This design comes from an exercise in tuning for small area, a short achievable clock period and few clock cycles per item on the open sky130 flow, not from production work.
The RTL was checked by simulation tests, not by an equivalence proof against the original design.

## main
==> flow/design.v (excerpt) <==
module layernorm #(
  parameter DIM = 64
) (
  input  wire        clk_i,
  input  wire        rst_i,
  input  wire        start_i,
  input  wire [DIM*16-1:0] x_i,
  output reg  [5:0]  w_sel_o,
  output reg  [6:0]  w_addr_o,
  input  wire [7:0]  w_data_i,
  input  wire [5:0]  gamma_sel_i,
  input  wire [15:0] gamma_scale_i,
  input  wire [15:0] beta_scale_i,
  output reg  [DIM*16-1:0] y_o,
  output reg               done_o,
  output reg               busy_o
);
  localparam [4:0]  INV_N_EXP = 5'd15 - $clog2(DIM);
  localparam [15:0] INV_N = {1'b0, INV_N_EXP, 10'd0};
  reg  [7:0]  k;
  reg  [4:0]  jsel;
  reg         sum_ph;     
  reg         d_ph;       
  reg         norm_ph;    
  reg         gam_ph;     
  reg  [15:0] xr_a, xr_b;
  reg  [15:0] acc;
  reg  [15:0] d_r;
  reg  [15:0] sq_a, sq_b;
  reg  [15:0] neg_mean;
  reg  [15:0] inv_std;
  reg  [15:0] scale_r;
  reg  [7:0]  wd_r;
  wire [15:0] x_a = x_i[jsel*32      +: 16];
  wire [15:0] x_b = x_i[jsel*32 + 16 +: 16];
  wire [15:0] d_a, d_b;
  fp16_add_comb u_sub_a (.a_i(xr_a), .b_i(neg_mean), .sum_o(d_a));
  fp16_add_comb u_sub_b (.a_i(xr_b), .b_i(neg_mean), .sum_o(d_b));
  wire [15:0] deq_fp16;
  fp16_from_int8 u_deq (.val_i(wd_r), .fp16_o(deq_fp16));
  wire [15:0] gamma_tap = y_o[15:0];
  wire [15:0] m_g, m_a, m_b;
  fp16_mul_comb u_mul_g (.a_i(norm_ph ? d_r : deq_fp16), .b_i(norm_ph ? inv_std : scale_r), .prod_o(m_g));
  fp16_mul_comb u_mul_a (.a_i(norm_ph ? m_g : d_a), .b_i(norm_ph ? gamma_tap : d_a), .prod_o(m_a));
  fp16_mul_comb u_mul_b (.a_i(norm_ph ? deq_fp16 : d_b), .b_i(norm_ph ? scale_r : d_b), .prod_o(m_b));
  wire [15:0] p_a = sum_ph ? xr_a : sq_a;
  wire [15:0] p_b = sum_ph ? xr_b : sq_b;
  wire [15:0] c1, c2;
  fp16_add_comb u_add1 (.a_i(acc), .b_i(p_a), .sum_o(c1));
  fp16_add_comb u_add2 (.a_i(c1), .b_i(p_b), .sum_o(c2));
  wire [15:0] mean_w;
  fp16_mul_comb u_mean (.a_i(c2), .b_i(INV_N), .prod_o(mean_w));
  wire [15:0] var_w;
  fp16_mul_comb u_var (.a_i(acc), .b_i(INV_N), .prod_o(var_w));
  wire [15:0] rsq;
  ...
Size: ~11000 cells after synthesis, ~1200 flip-flops, about 2100 I/O pins.
export LEC_CHECK = 0
export ABC_AREA = 1
export CAP_MARGIN = 20
export CELL_PAD_IN_SITES_DETAIL_PLACEMENT = 1
export CELL_PAD_IN_SITES_GLOBAL_PLACEMENT = 2
export CORE_AREA = 4 4 1096 341
export DIE_AREA = 0 0 1100 345
export PLACE_DENSITY = 0.35
export SETUP_SLACK_MARGIN = 3
export SLEW_MARGIN = 20
export SYNTH_MEMORY_MAX_BITS = 16384
create_clock -name core_clock -period 65.0 [get_ports {clk_i}]
standard.sh (not shown) runs the stock make flow with config.mk's settings and CLKGATE_MAP_FILE= SYNTH_SCRIPT=/design/flow/synth_recipe.tcl, a recipe that flattens the netlist after the stock synthesis.
==> flow/flow/run.sh <==
#!/bin/bash
# The standard layout (standard.sh, unchanged synthesis and SDC), with
#  - every input and output port still buffered, with a plain buf_1 instead
#    of the delay buffer buffer_ports picks by default.
# The clock period and constraints are the design's.
set -euo pipefail
MARGIN=$(cat flow/margin.txt)
bash standard.sh SETUP_SLACK_MARGIN=$MARGIN \
  "BUFFER_PORTS_ARGS=-buffer_cell sky130_fd_sc_hd__buf_1" finish > standard.log 2>&1
==> flow/flow/margin.txt <==
50
Testbench counts of main, summed over its fixed seeds: cycles 33,800, items 256.
--- input diff main..the feature branch ---
==> flow/flow/margin.txt <==
49
[summary]
The number of antenna violations at the first check in global routing in main is 0.948 times that in the feature branch. Relative to main, the final cell area reported for the feature branch is lower. Between main and the feature branch, the difference in footprint of the flip-flops and latches is negligible. Sort main and the feature branch by final net count asc -> top: the feature branch. The feature branch reached the end of the flow, and the finished layout is clean on the timing, design-rule and antenna checks.

build 72:
Another version of the RTL of layernorm (not shown whole).
Size: roughly 11000 cells after synthesis, roughly 1200 flip-flops, roughly 2100 I/O pins, roughly 77000 um2 of cells after synthesis.
clock: 65.0 ns
lec_check: 0
abc_area: 1
cap_margin: 20
cell_pad_in_sites_detail_placement: 1
cell_pad_in_sites_global_placement: 2
core_area: 4 4 1096 341
die_area: 0 0 1100 345
place_density: 0.35
setup_slack_margin: 3
slew_margin: 20
synth_memory_max_bits: 16384
==> flow/flow/margin.txt <==
48
Scripts as last shown in full above: flow/flow/run.sh
Build 72 ran to completion and came out clean on the timing, design-rule and antenna checks.
Testbench counts of build 72, summed over its fixed seeds: cycles 33,800, items 256.
Here is what was changed in the inputs of build 15 compared with build 72.
# build 72
export LEC_CHECK = 0
export ABC_AREA = 1
export CAP_MARGIN = 20
export CELL_PAD_IN_SITES_DETAIL_PLACEMENT = 1
export CELL_PAD_IN_SITES_GLOBAL_PLACEMENT = 2
export CORE_AREA = 4 4 1096 341
export DIE_AREA = 0 0 1100 345
export PLACE_DENSITY = 0.35
export SETUP_SLACK_MARGIN = 3
export SLEW_MARGIN = 20
export SYNTH_MEMORY_MAX_BITS = 16384
create_clock -name core_clock -period 65.0 [get_ports {clk_i}]
# build 15
export LEC_CHECK = 0
export ABC_AREA = 1
export CAP_MARGIN = 20
export CELL_PAD_IN_SITES_DETAIL_PLACEMENT = 1
export CELL_PAD_IN_SITES_GLOBAL_PLACEMENT = 2
export CORE_AREA = 4 4 1096 341
export DIE_AREA = 0 0 1100 345
export PLACE_DENSITY = 0.5
export SETUP_SLACK_MARGIN = 3
export SLEW_MARGIN = 20
export SYNTH_MEMORY_MAX_BITS = 16384
create_clock -name core_clock -period 65.0 [get_ports {clk_i}]
[summary]
Of build 15 and build 72, the run reporting the higher insertion delay to the later sink of the worst-skew pair was build 72. Compared with build 72, in build 15 first-iteration DRC count up 2.5%, count of buffers not belonging to the clock network in the layout held, number of antenna violations at the first check in global routing went down 30%. Of build 15 and build 72, the higher portion of the layout cell area used by non-clock buffers belongs to build 15. Comparing wire length the detailed router placed on met1 for build 15 and build 72, the bigger number came from build 72.
Edits applied to the flow inputs when going from build 15 to build 73:
# build 15
export LEC_CHECK = 0
export ABC_AREA = 1
export CAP_MARGIN = 20
export CELL_PAD_IN_SITES_DETAIL_PLACEMENT = 1
export CELL_PAD_IN_SITES_GLOBAL_PLACEMENT = 2
export CORE_AREA = 4 4 1096 341
export DIE_AREA = 0 0 1100 345
export PLACE_DENSITY = 0.5
export SETUP_SLACK_MARGIN = 3
export SLEW_MARGIN = 20
export SYNTH_MEMORY_MAX_BITS = 16384
create_clock -name core_clock -period 65.0 [get_ports {clk_i}]
# build 73
export LEC_CHECK = 0
export ABC_AREA = 1
export CAP_MARGIN = 20
export CELL_PAD_IN_SITES_DETAIL_PLACEMENT = 1
export CELL_PAD_IN_SITES_GLOBAL_PLACEMENT = 2
export CORE_AREA = 4 4 1096 341
export DIE_AREA = 0 0 1100 345
export PLACE_DENSITY = 0.35
export SETUP_SLACK_MARGIN = 3
export SLEW_MARGIN = 20
export SYNTH_MEMORY_MAX_BITS = 16384
create_clock -name core_clock -period 65.0 [get_ports {clk_i}]
==> flow/flow/margin.txt <==
49
Notes after the runs:
Build 15 -> build 73: non-clock buffer count increased by a few percent
Met2 usage: build 73 > build 15
Between build 73 and build 15, depth of the most critical reg-to-reg path is higher for build 73, build 15 comes in under that.
As far as number of non-clock inverters in the layout is concerned, build 73 and build 15 perform about the same.
~same area after detailed placement in build 73 and build 15
Compared to build 15, build 73 has buffering stage count on the worst path with inverters included 32 higher.

nickel:
Another version of the RTL of layernorm (not shown whole).
Size: roughly 11000 cells after synthesis, roughly 77000 µm² of cells after synthesis.
Settings: LEC_CHECK=0, ABC_AREA=1, CAP_MARGIN=30, CELL_PAD_IN_SITES_DETAIL_PLACEMENT=1, CELL_PAD_IN_SITES_GLOBAL_PLACEMENT=2, CORE_AREA=4 4 1096 341, DIE_AREA=0 0 1100 345, PLACE_DENSITY=0.35, SETUP_SLACK_MARGIN=3, SLEW_MARGIN=30, SYNTH_MEMORY_MAX_BITS=16384; clock period 65.0 ns.
==> flow/flow/margin.txt <==
48.5
Scripts as last shown in full above: flow/flow/run.sh
nickel | status: complete | timing, DRC, antenna: pass
Testbench counts of nickel, summed over its fixed seeds: cycles 33,800, items 256.
Changes in juniper relative to nickel:
Settings: CELL_PAD_IN_SITES_GLOBAL_PLACEMENT: 2 -> 0; PLACE_DENSITY: 0.35 -> 0.55; CELL_PAD_IN_SITES_DETAIL_PLACEMENT: 1 -> 0.
==> flow/flow/margin.txt <==
49
==> comparison <==
juniper was carried through to the last stage, and its layout satisfied the timing, design-rule and antenna checks. Compared with nickel, juniper shows area of the multi-input gates higher by 0.54%. Compared with nickel, in juniper sequential share of layout area barely changed, worst slack on hold paths climbed 0.046 ns.

RTL: one of the versions met above, not the one the previous note started from.
Size in the first run: about 11000 cells after synthesis, about 1200 flip-flops, about 2100 I/O pins.
clock: 65.0 ns
lec_check: 0
abc_area: 1
cap_margin: 20
cell_pad_in_sites_detail_placement: 1
cell_pad_in_sites_global_placement: 2
core_area: 4 4 1096 341
die_area: 0 0 1100 345
place_density: 0.35
setup_slack_margin: 3
slew_margin: 20
synth_memory_max_bits: 16384
==> flow/flow/run.sh <==
#!/bin/bash
# The standard layout (standard.sh, unchanged synthesis and SDC), with
#  - every input and output port still buffered, with a plain buf_1 instead
#    of the delay buffer buffer_ports picks by default.
# The clock period and constraints are the design's.
set -euo pipefail
MARGIN=$(cat flow/margin.txt)
bash standard.sh SETUP_SLACK_MARGIN=$MARGIN TNS_END_PERCENT=0 \
  "BUFFER_PORTS_ARGS=-buffer_cell sky130_fd_sc_hd__buf_1" finish > standard.log 2>&1
==> flow/flow/margin.txt <==
49
Testbench counts at the start, summed over its fixed seeds: cycles 33,800, items 256.
Next try:
--- a/flow/flow/run.sh
+++ b/flow/flow/run.sh
@@ -7,3 +7,3 @@
 MARGIN=$(cat flow/margin.txt)
-bash standard.sh SETUP_SLACK_MARGIN=$MARGIN TNS_END_PERCENT=0 \
+bash standard.sh SETUP_SLACK_MARGIN=$MARGIN \
   "BUFFER_PORTS_ARGS=-buffer_cell sky130_fd_sc_hd__buf_1" finish > standard.log 2>&1
CELL_PAD_IN_SITES_DETAIL_PLACEMENT = 0   (was 1)
CELL_PAD_IN_SITES_GLOBAL_PLACEMENT = 0   (was 2)
Effect:
- The new run finished with timing, DRC and antenna clean
- final cell count stays flat
- design area decreases by 0.46%
- wire length decreases by 4.2%
- worst setup slack degrades by 0.049 ns
- hold slack degrades by 0.031 ns

RTL: one of the versions met above, not the one the previous note started from.
Size: about 11000 cells after synthesis, roughly 77000 um^2 of cells after synthesis.
==> flow/design.v (excerpt) <==
module layernorm #(
  parameter DIM = 64
) (
  input  wire        clk_i,
  input  wire        rst_i,
  input  wire        start_i,
  input  wire [DIM*16-1:0] x_i,
  output reg  [5:0]  w_sel_o,
  output reg  [6:0]  w_addr_o,
  input  wire [7:0]  w_data_i,
  input  wire [5:0]  gamma_sel_i,
  input  wire [15:0] gamma_scale_i,
  input  wire [15:0] beta_scale_i,
  output reg  [DIM*16-1:0] y_o,
  output reg               done_o,
  output reg               busy_o
);
==> flow/config.mk <==
export PLATFORM = sky130hd
export DESIGN_NAME = layernorm
export DESIGN_NICKNAME = layernorm
export VERILOG_FILES = /design/flow/design.v
export SDC_FILE = /design/flow/constraint.sdc
export NUM_CORES = 4
export LEC_CHECK = 0
export ABC_AREA = 1
export CAP_MARGIN = 30
export CELL_PAD_IN_SITES_DETAIL_PLACEMENT = 0
export CELL_PAD_IN_SITES_GLOBAL_PLACEMENT = 0
export CORE_AREA = 4 4 1096 341
export DIE_AREA = 0 0 1100 345
export PLACE_DENSITY = 0.45
export SETUP_SLACK_MARGIN = 3
export SLEW_MARGIN = 30
export SYNTH_MEMORY_MAX_BITS = 16384
==> flow/constraint.sdc <==
create_clock -name core_clock -period 65.0 [get_ports {clk_i}]
set_input_delay 13.0000 -clock core_clock [delete_from_list [all_inputs] [get_ports {clk_i}]]
set_output_delay 13.0000 -clock core_clock [all_outputs]
set_load 0.01 [all_outputs]
==> flow/flow/run.sh <==
#!/bin/bash
# The standard layout (standard.sh, unchanged synthesis and SDC), with
#  - every input and output port still buffered, with a plain buf_1 instead
#    of the delay buffer buffer_ports picks by default.
# The clock period and constraints are the design's.
set -euo pipefail
MARGIN=$(cat flow/margin.txt)
bash standard.sh SETUP_SLACK_MARGIN=$MARGIN \
  "BUFFER_PORTS_ARGS=-buffer_cell sky130_fd_sc_hd__buf_1" finish > standard.log 2>&1
Scripts as last shown in full above: flow/flow/margin.txt
The starting point ran to the end with no violations.
Testbench counts at the start, summed over its fixed seeds: cycles 33,800, items 256.
Next try:
- CELL_PAD_IN_SITES_DETAIL_PLACEMENT: 0 -> 1
- CELL_PAD_IN_SITES_GLOBAL_PLACEMENT: 0 -> 2
- PLACE_DENSITY: 0.45 -> 0.35
Outcome: Worst setup slack degrades by 0.13 ns. Synthesized area is unchanged. Cell area goes up by about 2.5%. Sequential cell count does not change.
Next try:
==> flow/flow/margin.txt (replaced) <==
50
- CAP_MARGIN: 30 -> 20
- SLEW_MARGIN: 30 -> 20
Result: Design area went up by 3.6%. Routed wire length went up by 1.2%. Sequential cell count does not change. Area after synthesis is unchanged. Maximum frequency went up by 0.45%. Cell count went up by 1.5%. Setup slack gets better by 0.070 ns.

-- separate check: timing with driven ports --
Ports are ideal in the flow. The routed layouts listed here were re-timed in OpenROAD. Step 1, drivers: a clkbuf_16 drives clk_i and a buf_2 each remaining input, both assumed. Step 2 also shifts input and output timing later by t, the mid clock arrival at the registers, as if the neighbouring blocks saw the same clock. Slacks: ideal ports / drivers / drivers and shift; pairs: ideal ports / drivers.
run	shift t [ns]	slack for setup (ns)	hold WS [ns]	worst setup path at the end	worst data-port slew with drivers (ns)
main	0.997	49.825 / 49.838 / 48.903	0.310 / 0.310 / 0.310	input to register	0.26
the feature branch	0.996	49.570 / 49.570 / 48.933	0.311 / 0.311 / 0.311	input to register	0.26
build 72	1.014	48.279 / 48.279 / 48.279	0.304 / 0.304 / 0.304	register to register	0.27
build 15	0.948	47.978 / 47.978 / 47.978	0.290 / 0.290 / 0.290	register to register	0.31
build 73	0.998	48.347 / 48.347 / 48.347	0.316 / 0.316 / 0.316	register to register	0.33
nickel	1.006	49.217 / 49.217 / 49.217	0.240 / 0.240 / 0.240	register to register	0.34
juniper	0.966	49.316 / 49.316 / 49.187	0.285 / 0.285 / 0.285	input to register	0.30
the first run of note 4	0.990	49.536 / 49.536 / 48.930	0.309 / 0.309 / 0.309	input to register	0.27
the second run of note 4	0.972	49.487 / 49.487 / 48.985	0.278 / 0.278 / 0.278	input to register	0.31
the first run of note 5	0.992	49.462 / 49.462 / 49.462	0.279 / 0.279 / 0.279	register to register	0.25
the second run of note 5	1.005	49.332 / 49.332 / 49.332	0.247 / 0.247 / 0.247	register to register	0.32
the third run of note 5	0.994	49.401 / 49.401 / 49.332	0.254 / 0.254 / 0.254	input to register	0.36
After both steps every run listed still meets setup and hold. The setup slack of main, which loses most, moves by +0.013 ns with the drivers and by -0.922 ns with both steps.
